What follows belongs to an exercise in optimizing a design on an open flow for small area, a short achievable clock period and few clock cycles; a production flow would make more cautious choices. The RTL was checked by simulation tests, not by an equivalence proof against the original design. Power figures rest on the tool's default switching activity, not on a simulated workload.

File: design.v
`timescale 1ns / 1ps
module mips(
    input clk,
    input rst,
    output [31:0] imem_addr,
    input [31:0] imem_rdata,
    output [31:0] dmem_addr,
    output [31:0] dmem_wdata,
    output dmem_we,
    input [31:0] dmem_rdata
    );
    reg  [29:0] pc;                      
    reg         e_wr;                    
    reg         e_load;                  
    reg         e_store;                 
    reg         e_br;                    
    reg         e_bne, e_pred;
    reg  [29:0] e_alt;                   
    reg  [4:0]  e_dst;
    reg  [31:0] e_a, e_rt;
    reg         e_fa, e_fb;              
    reg  [31:0] e_bx;                    
    reg         e_bfwd;                  
    reg         e_sub, e_uns;
    reg         e_radd, e_rslt, e_rlog;
    reg  [1:0]  e_lop;                   
    reg         e_rshr, e_rshl, e_shl, e_sha;
    reg  [4:0]  e_sh;                    
    reg         e_shfa;                  
    reg         m_wr, m_load, m_we;
    reg  [4:0]  m_dst;
    reg  [31:0] m_res, m_sd;
    wire [31:0] m_wdata = m_load ? dmem_rdata : m_res;
    wire [31:0] rfv [0:31];
    assign rfv[0] = 32'd0;
    genvar gi;
    generate
        for (gi = 1; gi < 32; gi = gi + 1) begin : g_rf
            reg [31:0] q;
            always @(posedge clk)
                if (m_wr && m_dst == gi) q <= m_wdata;
            assign rfv[gi] = q;
        end
    endgenerate
    wire [31:0] ins = imem_rdata;
    wire [5:0]  op  = ins[31:26];
    wire [5:0]  fn  = ins[5:0];
    wire [4:0]  rs  = ins[25:21];
    wire [4:0]  rt  = ins[20:16];
    wire [4:0]  rd  = ins[15:11];
    wire i_r   = ~op[5] & ~op[3] & ~op[2] & ~op[1];    
    wire i_j   = ~op[5] & ~op[3] & ~op[2] &  op[1];    
    wire i_br  = ~op[3] &  op[2];                      
    wire i_imm = ~op[5] &  op[3];                      
    wire i_lw  =  op[5] & ~op[3];                      
    wire i_sw  =  op[5] &  op[3];                      
    wire [4:0] dst = i_r ? rd : rt;
    wire wr    = (i_r | i_imm | i_lw) & (dst != 5'd0);
    wire use_rt = i_r | i_br | i_sw;
    wire stall = e_load & ((~i_j & (e_dst == rs)) | (use_rt & (e_dst == rt)));
    wire eq_f = (rs == rt);
    wire pred = i_br & ((eq_f ^ op[0]) | (ins[15] & ~(op[0] & eq_f)));
    wire [29:0] pc1 = pc + 30'd1;
    wire [17:0] bt_lo = {1'b0, pc[15:0], 1'b1} + {1'b0, ins[15:0], 1'b1};
    wire [13:0] pc_hp = pc[29:16] + 14'd1;
    wire [13:0] pc_hm = pc[29:16] - 14'd1;
    wire [13:0] bt_hi = (bt_lo[17] ^ ins[15]) ? (ins[15] ? pc_hm : pc_hp) : pc[29:16];
    wire [29:0] bt = {bt_hi, bt_lo[16:1]};
    wire [29:0] jt = {pc1[29:26], ins[25:0]};
    wire use_imm = i_imm | op[5];
    wire [31:0] immx = {{16{ins[15] & ~(i_imm & op[2])}}, ins[15:0]};
    wire sub = i_r ? (fn[5] & fn[1] & ~fn[2]) : (~op[5] & op[1] & ~op[2]);
    wire [31:0] va = (m_wr && m_dst == rs) ? m_wdata : rfv[rs];
    wire [31:0] vb = (m_wr && m_dst == rt) ? m_wdata : rfv[rt];
    wire [31:0] a    = e_fa ? m_res : e_a;
    wire [31:0] rtv  = e_fb ? m_res : e_rt;
    wire [31:0] m_rev;
    wire [31:0] bfw  = e_shl ? m_rev : (m_res ^ {32{e_sub}});
    wire [31:0] bx   = e_bfwd ? bfw : e_bx;
    wire [31:0] b    = bx;               
    wire [33:0] s2  = {1'b0, a, 1'b1} + {1'b0, bx, e_sub};
    wire [31:0] sum = s2[32:1];
    wire lt = e_uns ? ~s2[33] : ((a[31] ^ ~bx[31]) ? a[31] : sum[31]);
    wire [31:0] lres = (e_lop == 2'd0) ? (a & b) :
                       (e_lop == 2'd1) ? (a | b) :
                       (e_lop == 2'd2) ? (a ^ b) : ~(a | b);
    wire [4:0]  sh = e_shfa ? m_res[4:0] : e_sh;
    wire        fill = e_sha & bx[31];
    wire [31:0] sr0 = sh[0] ? {fill, bx[31:1]} : bx;
    wire [31:0] sr1 = sh[1] ? {{2{fill}}, sr0[31:2]} : sr0;
    wire [31:0] sr2 = sh[2] ? {{4{fill}}, sr1[31:4]} : sr1;
    wire [31:0] sr3 = sh[3] ? {{8{fill}}, sr2[31:8]} : sr2;
    wire [31:0] sr  = sh[4] ? {{16{fill}}, sr3[31:16]} : sr3;
    wire [31:0] sr_rev, vb_rev;
    generate
        for (gi = 0; gi < 32; gi = gi + 1) begin : g_rev
            assign m_rev[gi]  = m_res[31 - gi];
            assign sr_rev[gi] = sr[31 - gi];
            assign vb_rev[gi] = vb[31 - gi];
        end
    endgenerate
    wire [31:0] res = ({32{e_radd}} & sum) |
                      ({32{e_rlog}} & lres) |
                      ({32{e_rshr}} & sr) |
                      ({32{e_rshl}} & sr_rev) |
                      {31'd0, e_rslt & lt};
    wire taken = (a == rtv) ^ e_bne;
    wire mispredict = e_br & (taken ^ e_pred);
    wire go = ~mispredict & ~stall;      
    always @(posedge clk) begin
        if (!rst)
            pc <= 30'd0;
        else if (mispredict)
            pc <= e_alt;
        else if (!stall)
            pc <= i_j ? jt : (pred ? bt : pc1);
    end
    always @(posedge clk) begin
        if (!rst) begin
            e_wr    <= 1'b0;
            e_load  <= 1'b0;
            e_store <= 1'b0;
            e_br    <= 1'b0;
        end else begin
            e_wr    <= go & wr;
            e_load  <= go & wr & i_lw;
            e_store <= go & i_sw;
            e_br    <= go & i_br;
        end
        e_bne   <= op[0];
        e_pred  <= pred;
        e_alt   <= pred ? pc1 : bt;
        e_dst   <= dst;
        e_a     <= va;
        e_rt    <= vb;
        e_fa    <= e_wr & (e_dst == rs);
        e_fb    <= e_wr & (e_dst == rt);
        e_bfwd  <= ~use_imm & e_wr & (e_dst == rt);
        e_bx    <= (i_r & ~fn[5] & ~fn[1]) ? vb_rev : ((use_imm ? immx : vb) ^ {32{sub}});
        e_sub   <= sub;
        e_uns   <= i_r ? fn[0] : op[0];
        e_radd  <= i_r ? (fn[5] & ~fn[3] & ~fn[2]) : (op[5] | (~op[2] & ~op[1]));
        e_rslt  <= i_r ? (fn[5] & fn[3]) : (~op[5] & ~op[2] & op[1]);
        e_rlog  <= i_r ? (fn[5] & ~fn[3] & fn[2]) : (~op[5] & op[2]);
        e_rshr  <= i_r & ~fn[5] & fn[1];
        e_rshl  <= i_r & ~fn[5] & ~fn[1];
        e_shl   <= i_r & ~fn[5] & ~fn[1];
        e_sh    <= fn[2] ? va[4:0] : ins[10:6];
        e_shfa  <= fn[2] & e_wr & (e_dst == rs);
        e_lop   <= i_r ? fn[1:0] : op[1:0];
        e_sha   <= fn[0];
    end
    always @(posedge clk) begin
        if (!rst) begin
            m_wr   <= 1'b0;
            m_load <= 1'b0;
            m_we   <= 1'b0;
        end else begin
            m_wr   <= e_wr;
            m_load <= e_load;
            m_we   <= e_store;
        end
        m_dst <= e_dst;
        m_res <= res;
        m_sd  <= rtv;
    end
    assign imem_addr  = {pc, 2'b00};
    assign dmem_addr  = m_res;
    assign dmem_wdata = m_sd;
    assign dmem_we    = m_we;
endmodule
File: flow/run.sh
#!/bin/bash
# Layout flow: the standard flow (standard.sh) with two settings added on
# the make command line:
#  - ADDER_MAP_FILE is emptied, so Yosys leaves the adders to abc as plain
#    gates instead of mapping them to the slow ha/fa cells;
#  - the port buffers are buf_4 cells instead of the delay buffer that
#    buffer_ports picks by default.
# Make's output goes to standard_run.log here; ORFS keeps each tool's log
# under orfs/logs.
set -e
cp standard.sh standard_sh_copy.log
bash standard.sh ADDER_MAP_FILE= \
    "BUFFER_PORTS_ARGS=-buffer_cell sky130_fd_sc_hd__buf_4" \
    finish > standard_run.log 2>&1
File: standard.sh
#!/bin/bash
# synth_recipe.tcl (not shown) runs the flow's synth.tcl, then flattens the netlist and writes it again
# the make line also repeats each setting of config.mk as NAME=value (left out here)
make -C /OpenROAD-flow-scripts/flow DESIGN_CONFIG=/design/flow/config.mk WORK_HOME=/design/flow/orfs CLKGATE_MAP_FILE= SYNTH_SCRIPT=/design/flow/synth_recipe.tcl "${@:-finish}"
File: config.mk
export PLATFORM = sky130hd
export DESIGN_NAME = mips
export DESIGN_NICKNAME = mips
export VERILOG_FILES = /design/flow/design.v
export SDC_FILE = /design/flow/constraint.sdc
export NUM_CORES = 4
export LEC_CHECK = 0
export CAP_MARGIN = 20
export CORE_MARGIN = 2
export CORE_UTILIZATION = 50
export PLACE_DENSITY = 0.65
export SETUP_SLACK_MARGIN = 3.5
export SLEW_MARGIN = 20
File: constraint.sdc
create_clock -name core_clock -period 7.0 [get_ports {clk}]
set_input_delay 1.4000 -clock core_clock [delete_from_list [all_inputs] [get_ports {clk}]]
set_output_delay 1.4000 -clock core_clock [all_outputs]
set_load 0.01 [all_outputs]
==> results list, run 1 <==
* Actual transition at the worst max-transition pin: 1.27 ns
- Clock skew on the completed layout was measured at 0.0341 ns.
- Post-synthesis compound-gate area fraction: 20.3%
- The critical path is of the reg2reg type.
- Global-route wire length before repair: 396000 um
* DRC viols: 0
- Count of nets after finishing: 5526
- Via-per-instance ratio: 7.71
- CP Data Required Time: 7.68 ns
- HPWL after detailed placement: 168000 um
- Count of maximum capacitance violations: 0
- The worst hold path terminates at m_dst[3]$_DFF_P_.
- Average detailed-routed wire length per instance: 41.3 um
- The number of failing hold endpoints at the final stage came to 0.
- Kind of end point of the critical path: flip-flop
- FILL cells: 9554
* Clock root buffer: sky130_fd_sc_hd__clkbuf_16
- Final worst path period share: 52.8%
- In this run the critical register-to-register path is launched from e_fa$_DFF_P_.
- Total count of max-transition violations in the final report: 0
- Starting utilization of the core area: 50.4%
* Die area: 124000 um^2
- The die is 352 um wide.
- Worst-Skew Late Latency: 0.80 ns
- Final cell utilization of the core: 60.4%
- Cell row count: 127
* Yosys cell types: 93
- Port Buffers: 159
- The worst-case IR drop observed on VDD is 0.280 mV.
- TritonCTS clock tree: built
- Biggest fanout along the worst timing path: 10
* Global router's overall resource usage: 46.4%
- Worst r2r path cells: 13
- Headroom to the max-slew limit came out at 14.9%.
* Main combinational cell family by area after synthesis: compound AO/OA/AOI/OAI gates
* Adder-cell share of the synthesized area: 0.435%
* Share of final-layout standard cells stronger than drive strength 1: 21.6%
- Setup slack, reg-to-reg: 3.31 ns
- Overall power consumption after layout is estimated at 21.7 mW.
- The endpoint identified for the worst register-to-register timing path is pc[14]$_SDFFE_PN0P_.
* Pre-CTS worst setup slack: 1.71 ns
- Die extent in y: 352 um
- In this run the power density over the cells is 299 nW/um^2.
- Summing all placed instances gives a cell area of 64100 um^2.
- TritonCTS created 134 clock buffers.
- The worst hold path passes through 0 cells.
- The worst setup path is launched from a flip-flop.
* Fmax: 271 MHz
- After layout, the minimum clock period comes to 3.69 ns.
- Number of I/O pins: 163
* Number of cells after detailed placement: 6743
* Final instance area: 72400 um^2
* Drt first pass iters: 13
- The cell area that synthesis handed to floorplanning was 60400 um^2.
* Setup Viol. Count Final: 0
* Clock tree buffer depth: 3
- Post-route insts no fill: 7190
* Fraction of the mapped netlist area in simple logic gates: 9.59%
- Result of the run: timing/DRC/antenna clean
* Unrepaired setup endpoints after global routing: yes
* YS warnings: 1
- Setup TNS Final: 0 ns
* Antenna violations before repair: 20
* Number of antenna-violating nets in the routed design: 0
* Share of synthesized flip-flops with an asynchronous set or reset: 0%
* WL final: 297000 um
* Total vias in the final route: 55428
- Number of synthesized register bits: 1249
- From synthesis to final layout, the design area changed by 19.8%.
- Sequential area share after synthesis: 57.8%
- Post-CTS Hold Buffers: 0
* Number of sinks on the clock net: 1249
* Multiplexer share of the synthesized area: 4.26%
- Primary flip-flop cell chosen by synthesis mapping: sky130_fd_sc_hd__edfxtp_1
* Area of the core: 120000 um^2
- Mean area per synthesized cell: 11.5 um^2
* Clock-pin slew of the registers on the worst-case setup and hold paths: 0.06 ns
* Final global-route overflow total: 0
- Hold path start: e_dst[3]$_DFF_P_
* Worst path arrival time: 4.37 ns
* Hold Path Class: reg2reg
- Final-layout worst hold slack: 0.404 ns
- Vias in the first global route: 50294
* Post-synthesis cell count: 5245
- Largest net degree at the start of global routing: 66
* Detailed Route Iter0 Violations: 12577
* # H-tree levels: 4
* Leakage dissipation: 25.1 nW
- The synthesized netlist devotes 4.18% of its cell area to XOR and XNOR gates.
* GP Congestion: 1.02
- Count of flip-flops with a built-in enable after synthesis: 992
- Across all setup checks in the final design, the least slack found is 3.31 ns.
[cells in the mapped netlist, drive strengths merged, types with 108 or more instances]
| cell type | count | share of area (%) |
|---|---|---|
| a21oi | 240 | 2.0 |
| nand2 | 398 | 2.5 |
| o21ai | 192 | 1.6 |
| a221oi | 147 | 2.2 |
| a22oi | 696 | 8.6 |
| mux2i | 123 | 2.1 |
| mux2 | 108 | 2.0 |
| clkbuf | 359 | 2.2 |
| edfxtp | 992 | 49 |
| xnor2 | 166 | 2.4 |
| a22o | 118 | 1.7 |
| nor2 | 301 | 1.9 |
| nand3 | 147 | 1.2 |
| dfxtp | 257 | 8.5 |
| xor2 | 121 | 1.8 |
[final cells by class]
cell class / count / area, um^2 / area share [%]
Tap cell: 1612 / 2020 / 2.79
Timing Repair Buffer: 509 / 4730 / 6.53
Clock inverter: 81 / 1030 / 1.42
Inverter: 84 / 325 / 0.449
Sequential cell: 1249 / 35000 / 48.3
Antenna cell: 9 / 22.5 / 0.0311
Multi-Input combinational cell: 3482 / 25700 / 35.5
Clock buffer: 164 / 3560 / 4.92
[registers in the layout, summed over array words and instances (netlist names), 2 cells and up]
signal	count
e_a	32
e_alt	30
e_bx	32
e_dst	5
e_lop	2
e_rt	32
e_sh	5
g_rf.q	992
m_dst	5
m_res	32
m_sd	32
pc	30
[kinds of logic after synthesis]
| logic type | count (synthesis) |
|---|---|
| mux | 236 |
| other cells | 1 |
| simple gates | 1242 |
| xor+xnor | 287 |
| compound gates | 1684 |
| fa+ha+maj | 26 |
| buf+inv | 520 |
| flops | 1249 |
[per-layer routing]
metal | GRT usage, % | up-vias | routed length [um]
met1 | 54.6 | 26236 | 93500
met2 | 64.6 | 6024 | 118000
met4 | 36.7 | 28 | 32600
li1 | - | 21096 | -
met3 | 22.2 | 2044 | 52200
met5 | 2.08 | - | 701
[worst max path at each step]
stage | startpoint | end
5_1_grt | e_fa$_DFF_P_ | e_load$_SDFF_PN0_
3_3_place_gp | e_fa$_DFF_P_ | e_load$_SDFF_PN0_
6_report | e_fa$_DFF_P_ | pc[14]$_SDFFE_PN0P_
3_5_place_dp | e_fa$_DFF_P_ | e_load$_SDFF_PN0_
4_1_cts | imem_rdata[25] | e_sh[1]$_DFF_P_
2_1_floorplan | imem_rdata[1] | pc[26]$_SDFFE_PN0P_
[timing repair]
action                     CTS  global route
setup buffers              113            66
resized for setup          204           194
setup endpoints to repair  174           120
pin swaps                   43            51
cloned                       7             6
[power by group]
part           internal (mW)  switching, mW  leakage [nW]
Clock                   4.33           3.18          2.21
Combinational           1.47           3.05          11.8
Sequential              9.02          0.614          11.1
Total                   14.8           6.85          25.1
[critical path, stage by stage, from the launching register on]
cell and delay (ns):
sky130_fd_sc_hd__dfxtp_4 0.46, sky130_fd_sc_hd__clkbuf_16 0.21, sky130_fd_sc_hd__buf_4 0.14, sky130_fd_sc_hd__mux2i_2 0.42
sky130_fd_sc_hd__xnor2_1 0.14, sky130_fd_sc_hd__o41ai_2 0.47, sky130_fd_sc_hd__nor4b_4 0.37, sky130_fd_sc_hd__o221ai_4 0.23
sky130_fd_sc_hd__xnor2_2 0.19, sky130_fd_sc_hd__nand2b_4 0.21, sky130_fd_sc_hd__buf_4 0.17, sky130_fd_sc_hd__buf_4 0.14
sky130_fd_sc_hd__clkbuf_16 0.16, sky130_fd_sc_hd__a2111oi_4 0.27
[placed cells by master (no fill, tap or decap), types with 84 or more instances in the layout]
master / synthesis / routed
sky130_fd_sc_hd__a21oi_1: 238 / 201
sky130_fd_sc_hd__a221oi_1: 143 / 139
sky130_fd_sc_hd__a22o_1: 118 / 118
sky130_fd_sc_hd__a22oi_1: 696 / 696
sky130_fd_sc_hd__buf_4: 11 / 422
sky130_fd_sc_hd__clkbuf_16: 0 / 143
sky130_fd_sc_hd__dfxtp_1: 257 / 222
sky130_fd_sc_hd__edfxtp_1: 992 / 992
sky130_fd_sc_hd__mux2_2: 106 / 101
sky130_fd_sc_hd__mux2i_1: 121 / 95
sky130_fd_sc_hd__nand2_1: 398 / 391
sky130_fd_sc_hd__nand3_1: 147 / 143
sky130_fd_sc_hd__nand4_1: 84 / 84
sky130_fd_sc_hd__nor2_1: 301 / 219
sky130_fd_sc_hd__o21ai_0: 187 / 166
sky130_fd_sc_hd__xnor2_1: 165 / 152
sky130_fd_sc_hd__xor2_1: 120 / 116
Testbench counts, summed over its fixed seeds: cycles 88,525.
==> inputs of run 2 (changes only) <==
--- a/design.v
+++ b/design.v
@@ -22,3 +22,3 @@
     reg  [31:0] e_bx;                    
-    reg         e_bfwd;                  
+    reg         e_bs_rev, e_bs_inv, e_bs_fwd, e_bs_reg;  
     reg         e_sub, e_uns;
@@ -26,3 +26,3 @@
     reg  [1:0]  e_lop;                   
-    reg         e_rshr, e_rshl, e_shl, e_sha;
+    reg         e_rshr, e_rshl, e_sha;
     reg  [4:0]  e_sh;                    
@@ -72,2 +72,4 @@
     wire sub = i_r ? (fn[5] & fn[1] & ~fn[2]) : (~op[5] & op[1] & ~op[2]);
+    wire shl  = i_r & ~fn[5] & ~fn[1];                   
+    wire bfwd = ~use_imm & e_wr & (e_dst == rt);         
     wire [31:0] va = (m_wr && m_dst == rs) ? m_wdata : rfv[rs];
@@ -77,4 +79,4 @@
     wire [31:0] m_rev;
-    wire [31:0] bfw  = e_shl ? m_rev : (m_res ^ {32{e_sub}});
-    wire [31:0] bx   = e_bfwd ? bfw : e_bx;
+    wire [31:0] bx   = ({32{e_bs_rev}} & m_rev) | ({32{e_bs_inv}} & ~m_res) |
+                       ({32{e_bs_fwd}} & m_res) | ({32{e_bs_reg}} & e_bx);
     wire [31:0] b    = bx;               
@@ -106,4 +108,7 @@
                       {31'd0, e_rslt & lt};
-    wire taken = (a == rtv) ^ e_bne;
-    wire mispredict = e_br & (taken ^ e_pred);
+    wire eq_rr = (e_a == e_rt);
+    wire eq_fr = (m_res == e_rt);
+    wire eq_rf = (e_a == m_res);
+    wire eq = e_fa ? (e_fb ? 1'b1 : eq_fr) : (e_fb ? eq_rf : eq_rr);
+    wire mispredict = e_br & (eq ^ e_bne ^ e_pred);
     wire go = ~mispredict & ~stall;      
@@ -137,4 +142,7 @@
         e_fb    <= e_wr & (e_dst == rt);
-        e_bfwd  <= ~use_imm & e_wr & (e_dst == rt);
-        e_bx    <= (i_r & ~fn[5] & ~fn[1]) ? vb_rev : ((use_imm ? immx : vb) ^ {32{sub}});
+        e_bs_rev <= bfwd & shl;
+        e_bs_inv <= bfwd & sub;
+        e_bs_fwd <= bfwd & ~shl & ~sub;
+        e_bs_reg <= ~bfwd;
+        e_bx    <= shl ? vb_rev : ((use_imm ? immx : vb) ^ {32{sub}});
         e_sub   <= sub;
@@ -146,3 +154,2 @@
         e_rshl  <= i_r & ~fn[5] & ~fn[1];
-        e_shl   <= i_r & ~fn[5] & ~fn[1];
         e_sh    <= fn[2] ? va[4:0] : ins[10:6];
==> results list, run 2 <==
- Die area: 123000 um^2 (-0.42%)
* Global-route wire length before repair: 399000 um (+0.68%)
- Average detailed-routed wire length per instance: 41.3 um (+0.13%)
* Worst path arrival time: 4.46 ns (+0.09 ns)
- The number of antenna violations at the first check in global routing came to 10 (-50%).
* Clock-pin slew of the registers on the worst-case setup and hold paths: 0.06 ns (about the same)
- The reported max-cap violation count was 0 (unchanged).
* Cell taking the most area after synthesis: sky130_fd_sc_hd__edfxtp_1
- Primary flip-flop cell chosen by synthesis mapping: sky130_fd_sc_hd__edfxtp_1
* Share of final-layout standard cells stronger than drive strength 1: 22.4% (+0.77 points)
- The power per standard cell area was 293 nW/um^2 (-2.2%).
- Clock tree buffer depth: 3 (unchanged)
* Setup slack, reg-to-reg: 3.50 ns (+0.19 ns)
- The largest fanout of any net on the critical path is 15 (+5).
- The number of buffers added to fix hold violations after cts was 0 (unchanged).
- Number of buffers inserted during clock tree synthesis: 133 (-0.75%)
- The area of the placeable core is 120000 um^2 (-0.26%).
- Share of synthesized flip-flops with an asynchronous set or reset: 0% (unchanged)
- Actual transition at the worst max-transition pin: 1.18 ns (-0.0986 ns)
- Vias in the first global route: 50236 (-0.12%)
- Maximum ir drop on the vdd rail: 0.316 mV (+13%)
* Top Family by Delay on Critical Path: buffers and inverters
- CP dominant cell by count: sky130_fd_sc_hd__buf_4
* Die extent in y: 351 um (-0.21%)
- Cell row count: 127 (unchanged)
- The remaining number of nets flagged by the antenna check after routing was 0 (unchanged).
* Worst-Skew Late Latency: 0.79 ns (about the same)
* DRC viols: 0 (unchanged)
- The detailed-router iteration count before antenna repair came to 15 (+2).
- The overall overflow remaining after global route came to 0 (unchanged).
- Fmax: 269 MHz (-0.76%)
- Count of flip-flops with a built-in enable after synthesis: 992 (unchanged)
- Crit Reg-Reg Endpoint: m_res[30]$_DFF_P_
* Dominant cells by area after synthesis: sky130_fd_sc_hd__edfxtp_1 (49%), sky130_fd_sc_hd__a22oi_1 (9.0%), sky130_fd_sc_hd__dfxtp_1 (8.6%)
* Hold path start: e_dst[1]$_DFF_P_
- Port Buffers: 159 (unchanged)
- The worst setup path is captured at a flip-flop.
- The worst max-slew margin expressed relative to the limit is 21.6% (+6.8 points).
- Worst path cell trace: buf_4 > nand3_1 > nor2_4 > buf_4 > buf_4 > a221oi_1 > nand3_1 > nor4_1 > o21ai_0 > mux2_2
- Count of nets after finishing: 5503 (-0.42%)
* GP Congestion: 1.03 (+1.2%)
- The final HPWL from detailed placement is 172000 um (+2.6%).
- The cell count after synthesis came to 5192 (-1.0%).
- Startpoint of the worst-slack reg-to-reg timing path: e_bs_reg$_DFF_P_
- Detailed Route Iter0 Violations: 12034 (-4.3%)
- The library cell used most frequently in the layout, excluding fill and tap cells, is sky130_fd_sc_hd__edfxtp_1.
- Mean area per synthesized cell: 11.6 um^2 (+0.59%)
- Yosys cell types: 114 (+23%)
* Via-per-instance ratio: 7.63 (-0.96%)
- TritonCTS built the clock tree.
- The total via count in the routed design is 54680 (-1.3%).
* Result of the run: timing/DRC/antenna clean
- Top reg by flops: g_rf.q
- Setup Crit Path Kind: in2reg
- Number of synthesized register bits: 1252 (+0.24%)
* WL final: 296000 um (-0.26%)
- In the post-synthesis netlist, the cell with the most instances is sky130_fd_sc_hd__edfxtp_1.
- Area delta synth->final: 19.1%
- Top cell type's share of synthesized area: 49.5% (+0.21 points)
* Worst Setup Start Kind: primary input
- Global router's overall resource usage: 46.8% (+0.41 points)
* Hold worst-path end: m_dst[1]$_DFF_P_
- By count the netlist is led by sky130_fd_sc_hd__edfxtp_1 (992), sky130_fd_sc_hd__a22oi_1 (724), sky130_fd_sc_hd__nand2_1 (439).
- The warning count from the yosys run came to 1 (unchanged).
* CP Data Required Time: 7.74 ns (+0.06 ns)
- Unrepaired setup endpoints after global routing: yes
* Leakage dissipation: 24.7 nW (-1.9%)
* Synthesized area: 60200 um^2 (-0.42%)
* Worst r2r path cells: 10 (-3)
* Number of I/O pins: 163 (unchanged)
* Starting utilization of the core area: 50.3% (-0.081 points)
- The largest clock skew in the final design is 0.0383 ns (+0.00423 ns).
- Delay of the slowest cell on the worst path: 0.53 ns (+0.06 ns)
- Hold path depth: 0 (unchanged)
* Slowest stage cell on the critical path: sky130_fd_sc_hd__o21ai_0
- Total count of max-transition violations in the final report: 0 (unchanged)
* Final worst path period share: 53.2% (+0.40 points)
- The overall die width is 351 um (-0.21%).
- The H-tree level count came to 4 (unchanged).
- The number of buffers and inverters on the critical path is 3 (-2).
- The pin count of the biggest net entering global routing was 72 (+9.1%).
- CTS placed an instance of sky130_fd_sc_hd__clkbuf_16 at the clock tree root.
- The share of the yosys chip area belonging to registers was 58.1% (+0.35 points).
- Number of flip-flops in the largest register: 992 (unchanged)
- Hold Vio Cnt, Final: 0 (unchanged)
- The total negative slack for setup checks came to 0 ns (unchanged).
- The clock sink count is 1252 (+0.24%).
- Crit path time final: 3.72 ns (+0.0281 ns)
* Setup Viol. Count Final: 0 (unchanged)
* Hold Path Class: reg2reg
- Final-layout worst hold slack: 0.404 ns (+0.000177 ns)
* Commonest cells after routing, fill and taps aside: sky130_fd_sc_hd__edfxtp_1 (992), sky130_fd_sc_hd__a22oi_1 (716), sky130_fd_sc_hd__buf_4 (435)
==> run 2: what timing repair did <==
item                                    CTS  global route
setup buffers                           130            64
cloned                                    2             3
gates resized for setup                 143           155
endpoints found under the setup margin  167           103
endpoints found under the hold margin     0             0
pin swaps                                47            35
==> run 2: worst max-delay path by stage <==
stage / start / cells past startpoint / to
6_report: imem_rdata[25] / 10 / e_sh[4]$_DFF_P_
4_1_cts: m_res[13]$_DFF_P_ / 11 / m_res[30]$_DFF_P_
5_1_grt: imem_rdata[24] / 10 / e_sh[4]$_DFF_P_
3_3_place_gp: imem_rdata[16] / 12 / e_bx[23]$_DFF_P_
3_5_place_dp: imem_rdata[16] / 12 / e_bx[23]$_DFF_P_
2_1_floorplan: imem_rdata[1] / 11 / pc[7]$_SDFFE_PN0P_
==> run 2: layout make-up <==
cell class,instances,area [um^2]
fillers,9554,48000
flip-flops and latches,1252,35100
multi-input cells,3471,25400
repair buffers,515,4630
clock buffers,160,3490
well taps,1612,2020
clock inverters,80,831
inverters,64,245
diodes,8,20.0
==> run 2: through the flow <==
step / power (mW) / worst slack [ns] / utilization (%) / std cells / instance area, um^2
detailed placement: 13.4 / 1.74 / 53.6 / 6714 / 64100
floorplan: 11.7 / 3.12 / - / 5193 / 60600
global route: 21.4 / 3.35 / 59.9 / 7155 / 71700
CTS: 20.5 / 3.43 / 58.8 / 7086 / 70400
global placement: 13.4 / 1.76 / 53.5 / 6713 / 64100
finish: 21.0 / 3.28 / 59.9 / 7162 / 71700
==> run 2: worst reg2reg max path, delay by kind of cell (launching register included) <==
kind	cells	cell delay, ns
AOI/OAI and AO/OA	3	1.13
xor gates and xnor gates	2	0.60
buffers and inverters	1	0.21
DFF	1	0.41
and+or+nand+nor	4	1.00
==> run 2: where the power goes <==
part	internal, mW	switching [mW]
Clock	4.07	3.10
Sequential	9.00	0.586
Combinational	1.36	2.87
==> run 2: kinds of logic (layout without fill, tap and decap cells) <==
logic type	after synthesis	after routing	synth area share [%]
mux	204	204	3.75
simple gates	1251	1254	9.49
xor+xnor	244	244	3.66
other cells	1	10	0.00623
flops	1252	1252	58.1
buf+inv	473	819	3.17
fa+ha+maj	25	25	0.428
compound gates	1742	1742	21.4
==> run 2: per-layer routing <==
metal / global-route usage, % / part of all wire (%) / vias to the layer above
met5: 1.30 / 0.23 / -
met4: 39.1 / 12 / 24
met3: 21.5 / 17 / 2060
met2: 65.9 / 40 / 5904
met1: 54.2 / 31 / 25688
li1: - / - / 21004
Testbench counts of run 2, summed over its fixed seeds: cycles 88,525.
==> inputs of run 3 (changes only) <==
--- a/design.v
+++ b/design.v
@@ -27,4 +27,4 @@
     reg         e_rshr, e_rshl, e_sha;
-    reg  [4:0]  e_sh;                    
-    reg         e_shfa;                  
+    reg  [4:0]  e_shamt;                 
+    reg         e_ss_fwd, e_ss_reg, e_ss_imm;  
     reg         m_wr, m_load, m_we;
@@ -73,2 +73,4 @@
     wire shl  = i_r & ~fn[5] & ~fn[1];                   
+    wire b_inv = ~use_imm & sub;                         
+    wire b_pos = ~use_imm & ~sub & ~shl;                 
     wire bfwd = ~use_imm & e_wr & (e_dst == rt);         
@@ -88,3 +90,4 @@
                        (e_lop == 2'd2) ? (a ^ b) : ~(a | b);
-    wire [4:0]  sh = e_shfa ? m_res[4:0] : e_sh;
+    wire [4:0]  sh = ({5{e_ss_fwd}} & m_res[4:0]) | ({5{e_ss_reg}} & e_a[4:0]) |
+                     ({5{e_ss_imm}} & e_shamt);
     wire        fill = e_sha & bx[31];
@@ -146,3 +149,4 @@
         e_bs_reg <= ~bfwd;
-        e_bx    <= shl ? vb_rev : ((use_imm ? immx : vb) ^ {32{sub}});
+        e_bx    <= ({32{shl}} & vb_rev) | ({32{b_inv}} & ~vb) | ({32{b_pos}} & vb) |
+                   ({32{use_imm}} & (immx ^ {32{sub}}));
         e_sub   <= sub;
@@ -154,4 +158,6 @@
         e_rshl  <= i_r & ~fn[5] & ~fn[1];
-        e_sh    <= fn[2] ? va[4:0] : ins[10:6];
-        e_shfa  <= fn[2] & e_wr & (e_dst == rs);
+        e_shamt  <= ins[10:6];
+        e_ss_fwd <= fn[2] & e_wr & (e_dst == rs);
+        e_ss_reg <= fn[2] & ~(e_wr & (e_dst == rs));
+        e_ss_imm <= ~fn[2];
         e_lop   <= i_r ? fn[1:0] : op[1:0];
==> results list, run 3 <==
* Count of nets after finishing: 5375 (-2.3%)
* Leading cell type by number of instances after synthesis: sky130_fd_sc_hd__edfxtp_1
- X dimension of the die: 351 um (about the same)
* Buffering stage count on the worst path with inverters included: 3 (unchanged)
- The clock slew seen by the registers of the worst setup and hold paths was 0.06 ns (about the same).
* Number of I/O pins: 163 (unchanged)
- Top reg by flops: g_rf.q
* Switch share: 30.9% (-0.33 points)
- The buffer levels on the longest clock path is 3 (unchanged).
- In this run the clock root is driven by a sky130_fd_sc_hd__clkbuf_16.
- Share of synthesized flip-flops with an asynchronous set or reset: 0% (unchanged)
* Worst clock skew on the final layout: 0.0339 ns (-0.00442 ns)
- Slowest stage cell on the critical path: sky130_fd_sc_hd__a222oi_1
* Number of synthesized register bits: 1254 (+0.16%)
- The overall fraction of global-route tracks in use came to 46.0% (-0.82 points).
* Vias in the first global route: 50486 (+0.50%)
* Drt first pass iters: 15 (unchanged)
* HPWL after detailed placement: 167000 um (-2.9%)
- Biggest fanout along the worst timing path: 9 (-6)
- Post-synthesis cell count: 5073 (-2.3%)
- Final-layout worst hold slack: 0.395 ns (-0.00877 ns)
- Area delta synth->final: 19.7%
- Top Family by Delay on Critical Path: compound AO/OA/AOI/OAI gates
- Worst-Skew Late Latency: 0.81 ns (+0.02 ns)
- The reported max-cap violation count is 0 (unchanged).
- Total count of max-transition violations in the final report: 0 (unchanged)
- The area of the placeable core is 120000 um^2 (unchanged).
- The worst register-to-register path begins at m_res[7]$_DFF_P_.
- Number of buffers inserted during clock tree synthesis: 133 (unchanged)
- Global-route wire length before repair: 394000 um (-1.1%)
- The worst setup path is of the in2reg kind.
* CP dominant cell by count: sky130_fd_sc_hd__buf_4
- Maximum ir drop on the vdd rail: 0.275 mV (-13%)
- The H-tree level count is 4 (unchanged).
- The total instance count after detailed placement came to 6597 (-1.7%).
- Number of sinks on the clock net: 1254 (+0.16%)
- Worst max-slew margin expressed relative to the limit: 21.0% (-0.62 points)
- Kind of end point of the critical path: flip-flop
* Delay of the slowest cell on the worst path: 0.44 ns (-0.09 ns)
- Actual transition at the worst max-transition pin: 1.18 ns (+0.00644 ns)
* Setup Viol. Count Final: 0 (unchanged)
* CP Data Required Time: 7.63 ns (-0.11 ns)
- Clk network pwr share: 34.9% (+0.7 points)
* Reported net switching power: 6.53 mW (-0.50%)
- Port Buffers: 159 (unchanged)
- Die area: 123000 um^2 (about the same)
- Largest net degree at the start of global routing: 71 (-1.4%)
- Die extent in y: 351 um (about the same)
- The worst setup path is launched from a primary input.
* Sequential area share after synthesis: 58.2% (+0.092 points)
* Final global-route overflow total: 0 (unchanged)
* Via-per-instance ratio: 7.75 (+1.5%)
- Top cell type's share of synthesized area: 49.5% (about the same)
* YS warnings: 1 (unchanged)
- Walking the worst path, the cells encountered are buf_4 > nand2b_4 > buf_4 > nor2_2 > buf_4 > a222oi_1 > nand3_1 > nor3_1 > a21oi_2 > a21oi_2 > mux2i_1 > o221ai_1.
* Total power draw: 21.1 mW (+0.57%)
- The leakage power came to 25.0 nW (+1.3%).
- The share of the clock period used by the worst path is 52.4% (-0.75 points).
- Sequential fraction of design power: 45.4% (-0.3 points)
* Hold Vio Cnt, Final: 0 (unchanged)
* Worst r2r path cells: 11 (+1)
* Count of flip-flops with a built-in enable after synthesis: 992 (unchanged)
- The number of cells on the critical path came to 12 (+2).
- Cell taking the most area after synthesis: sky130_fd_sc_hd__edfxtp_1
* Most frequent standard cell in the layout excluding fill and tap cells: sky130_fd_sc_hd__edfxtp_1
- Crit Reg-Reg Endpoint: m_res[29]$_DFF_P_
- Post-CTS Hold Buffers: 0 (unchanged)
* Result of the run: timing/DRC/antenna clean
* Detailed Route Iter0 Violations: 10974 (-8.8%)
* Antenna violations before repair: 9 (-1)
- Share of final-layout standard cells stronger than drive strength 1: 22.6% (+0.24 points)
* Unrepaired setup endpoints after global routing: yes
- Synthesized area: 60200 um^2 (about the same)
* Launch point of the critical path: imem_rdata[16]
- The final standard cell utilization of the core came to 60.2% (+0.28 points).
* Mean area per synthesized cell: 11.9 um^2 (+2.3%)
- DRC viols: 0 (unchanged)
* Total vias in the final route: 54481 (-0.36%)
- The worst-case register-to-register setup slack is 3.41 ns (-0.09 ns).
* Number of flip-flops in the largest register: 992 (unchanged)
* GP Congestion: 1.00 (-2.7%)
- Average detailed-routed wire length per instance: 41.3 um (-0.11%)
* Timing endpoint of the critical path: e_bx[6]$_DFF_P_
- Setup TNS Final: 0 ns (unchanged)
* WL final: 290000 um (-1.9%)
- Number of antenna-violating nets in the routed design: 0 (unchanged)
- Ranked by instance count, the synthesized netlist is headed by sky130_fd_sc_hd__edfxtp_1 (992), sky130_fd_sc_hd__a22oi_1 (513), sky130_fd_sc_hd__clkbuf_1 (342).
* P per Cell Area: 293 nW/um^2 (+0.11%)
- Crit path time final: 3.67 ns (-0.0525 ns)
- The total internal power is 14.6 mW (+1.1%).
- Yosys cell types: 92 (-19%)
- Commonest cells after routing, fill and taps aside: sky130_fd_sc_hd__edfxtp_1 (992), sky130_fd_sc_hd__a22oi_1 (504), sky130_fd_sc_hd__buf_4 (446)
* Fmax: 272 MHz (+1.4%)
* Cell row count: 127 (unchanged)
- TritonCTS built the clock tree.
- Post-route insts no fill: 7031 (-1.8%)
- Comb pwr share: 19.7% (-0.5 points)
- Starting utilization of the core area: 50.3% (about the same)
- Yosys attributes the largest share of cell area to sky130_fd_sc_hd__edfxtp_1 (50%), sky130_fd_sc_hd__dfxtp_1 (8.7%), sky130_fd_sc_hd__a22oi_1 (6.4%).
- The worst endpoint data arrival time is 4.30 ns (-0.16 ns).
- Among all flip-flop cells after synthesis, the most frequent one is sky130_fd_sc_hd__edfxtp_1.
* Hold Path Class: reg2reg
-- run 3: kinds of logic (layout without fill, tap and decap cells) --
| group | count (synthesis) | after routing | synth area share (%) |
|---|---|---|---|
| AOI/OAI and AO/OA | 1678 | 1678 | 21.3 |
| xor gates and xnor gates | 240 | 240 | 3.62 |
| adders and majority gates | 27 | 27 | 0.449 |
| buffers and inverters | 519 | 856 | 3.39 |
| DFF | 1254 | 1254 | 58.2 |
| muxes | 241 | 241 | 4.29 |
| other | 1 | 8 | 0.00623 |
| and+or+nand+nor | 1113 | 1115 | 8.68 |
-- run 3: worst min path at each step --
stage	cells after the start	from	endpoint	slack (ns)
4_1_cts	0	e_dst[1]$_DFF_P_	m_dst[1]$_DFF_P_	0.39
3_3_place_gp	0	e_dst[0]$_DFF_P_	m_dst[0]$_DFF_P_	0.39
6_report	0	e_dst[1]$_DFF_P_	m_dst[1]$_DFF_P_	0.39
2_1_floorplan	0	e_dst[2]$_DFF_P_	m_dst[2]$_DFF_P_	0.37
5_1_grt	0	e_dst[1]$_DFF_P_	m_dst[1]$_DFF_P_	0.42
3_5_place_dp	0	e_dst[2]$_DFF_P_	m_dst[2]$_DFF_P_	0.39
-- run 3: metal layers --
layer | global-route usage [%] | wire (um)
met1 | 53.8 | 91900
met2 | 65.6 | 117000
met3 | 21.5 | 50600
met4 | 34.5 | 29600
met5 | 2.24 | 546
-- run 3: layout make-up --
cell class | instances | area, um^2
clock buffer | 162 | 3510
fill | 9370 | 47600
timing repair buffer | 515 | 4580
tap | 1612 | 2020
clock inverter | 77 | 970
sequential | 1254 | 35100
multi-input combinational | 3303 | 25400
antenna | 6 | 15.0
inverter | 102 | 383
-- run 3: through the flow --
stage          worst slack [ns]  area [um^2]
2_1_floorplan              3.35        60700
3_3_place_gp               1.87        64100
3_5_place_dp               1.86        64100
4_1_cts                    3.40        70900
5_1_grt                    3.32        72000
6_report                   3.33        72000
-- run 3: repair_timing --
action | CTS | global route
resized for setup | 188 | 140
setup endpoints to repair | 151 | 102
buffers inserted | 139 | 42
gates cloned | 5 | 2
endpoints found under the hold margin | 0 | 0
pin swaps | 52 | 33
-- run 3: power by group through the flow --
stage	Clock [mW]	Combinational [mW]	Sequential [mW]
after global routing	7.64	4.33	9.58
after global placement	0	3.55	9.67
final	7.37	4.16	9.59
after CTS	7.35	3.83	9.54
after floorplan	0	2.29	9.34
after detailed placement	0	3.58	9.67
Testbench counts of run 3, summed over its fixed seeds: cycles 88,525.

port drivers added, routing unchanged:
Ports are ideal in the flow. The routed layouts listed here were re-timed in OpenROAD.
Step 1 (the two cells are an assumption about what drives the block):
set clk [get_ports {clk}]
set_driving_cell -lib_cell sky130_fd_sc_hd__clkbuf_16 $clk
set_driving_cell -lib_cell sky130_fd_sc_hd__buf_2 [delete_from_list [all_inputs] $clk]
Step 2 adds t to the input delays and takes it off the output delays; t is the mean of the earliest and latest rising clock arrival at the registers after step 1. Input paths then give back, and output paths get back, about the clock's delay inside the block.
Slacks: no drivers / after step 1 / after step 2; pairs: no drivers / after step 1.
run	shift t [ns]	slack for setup (ns)	worst setup path at the end	clock arrival spread, ns	worst data-port slew with drivers (ns)
run 1	0.855	3.305 / 3.305 / 2.495	input to register	0.041 / 0.041	0.10
run 2	0.847	3.277 / 3.317 / 2.470	input to register	0.041 / 0.041	0.08
run 3	0.861	3.330 / 3.376 / 2.515	input to register	0.035 / 0.036	0.08
After both steps setup and hold are still met in every run listed. For run 3, which loses most, drivers alone change the setup slack by +0.046 ns; drivers and shift together by -0.815 ns.
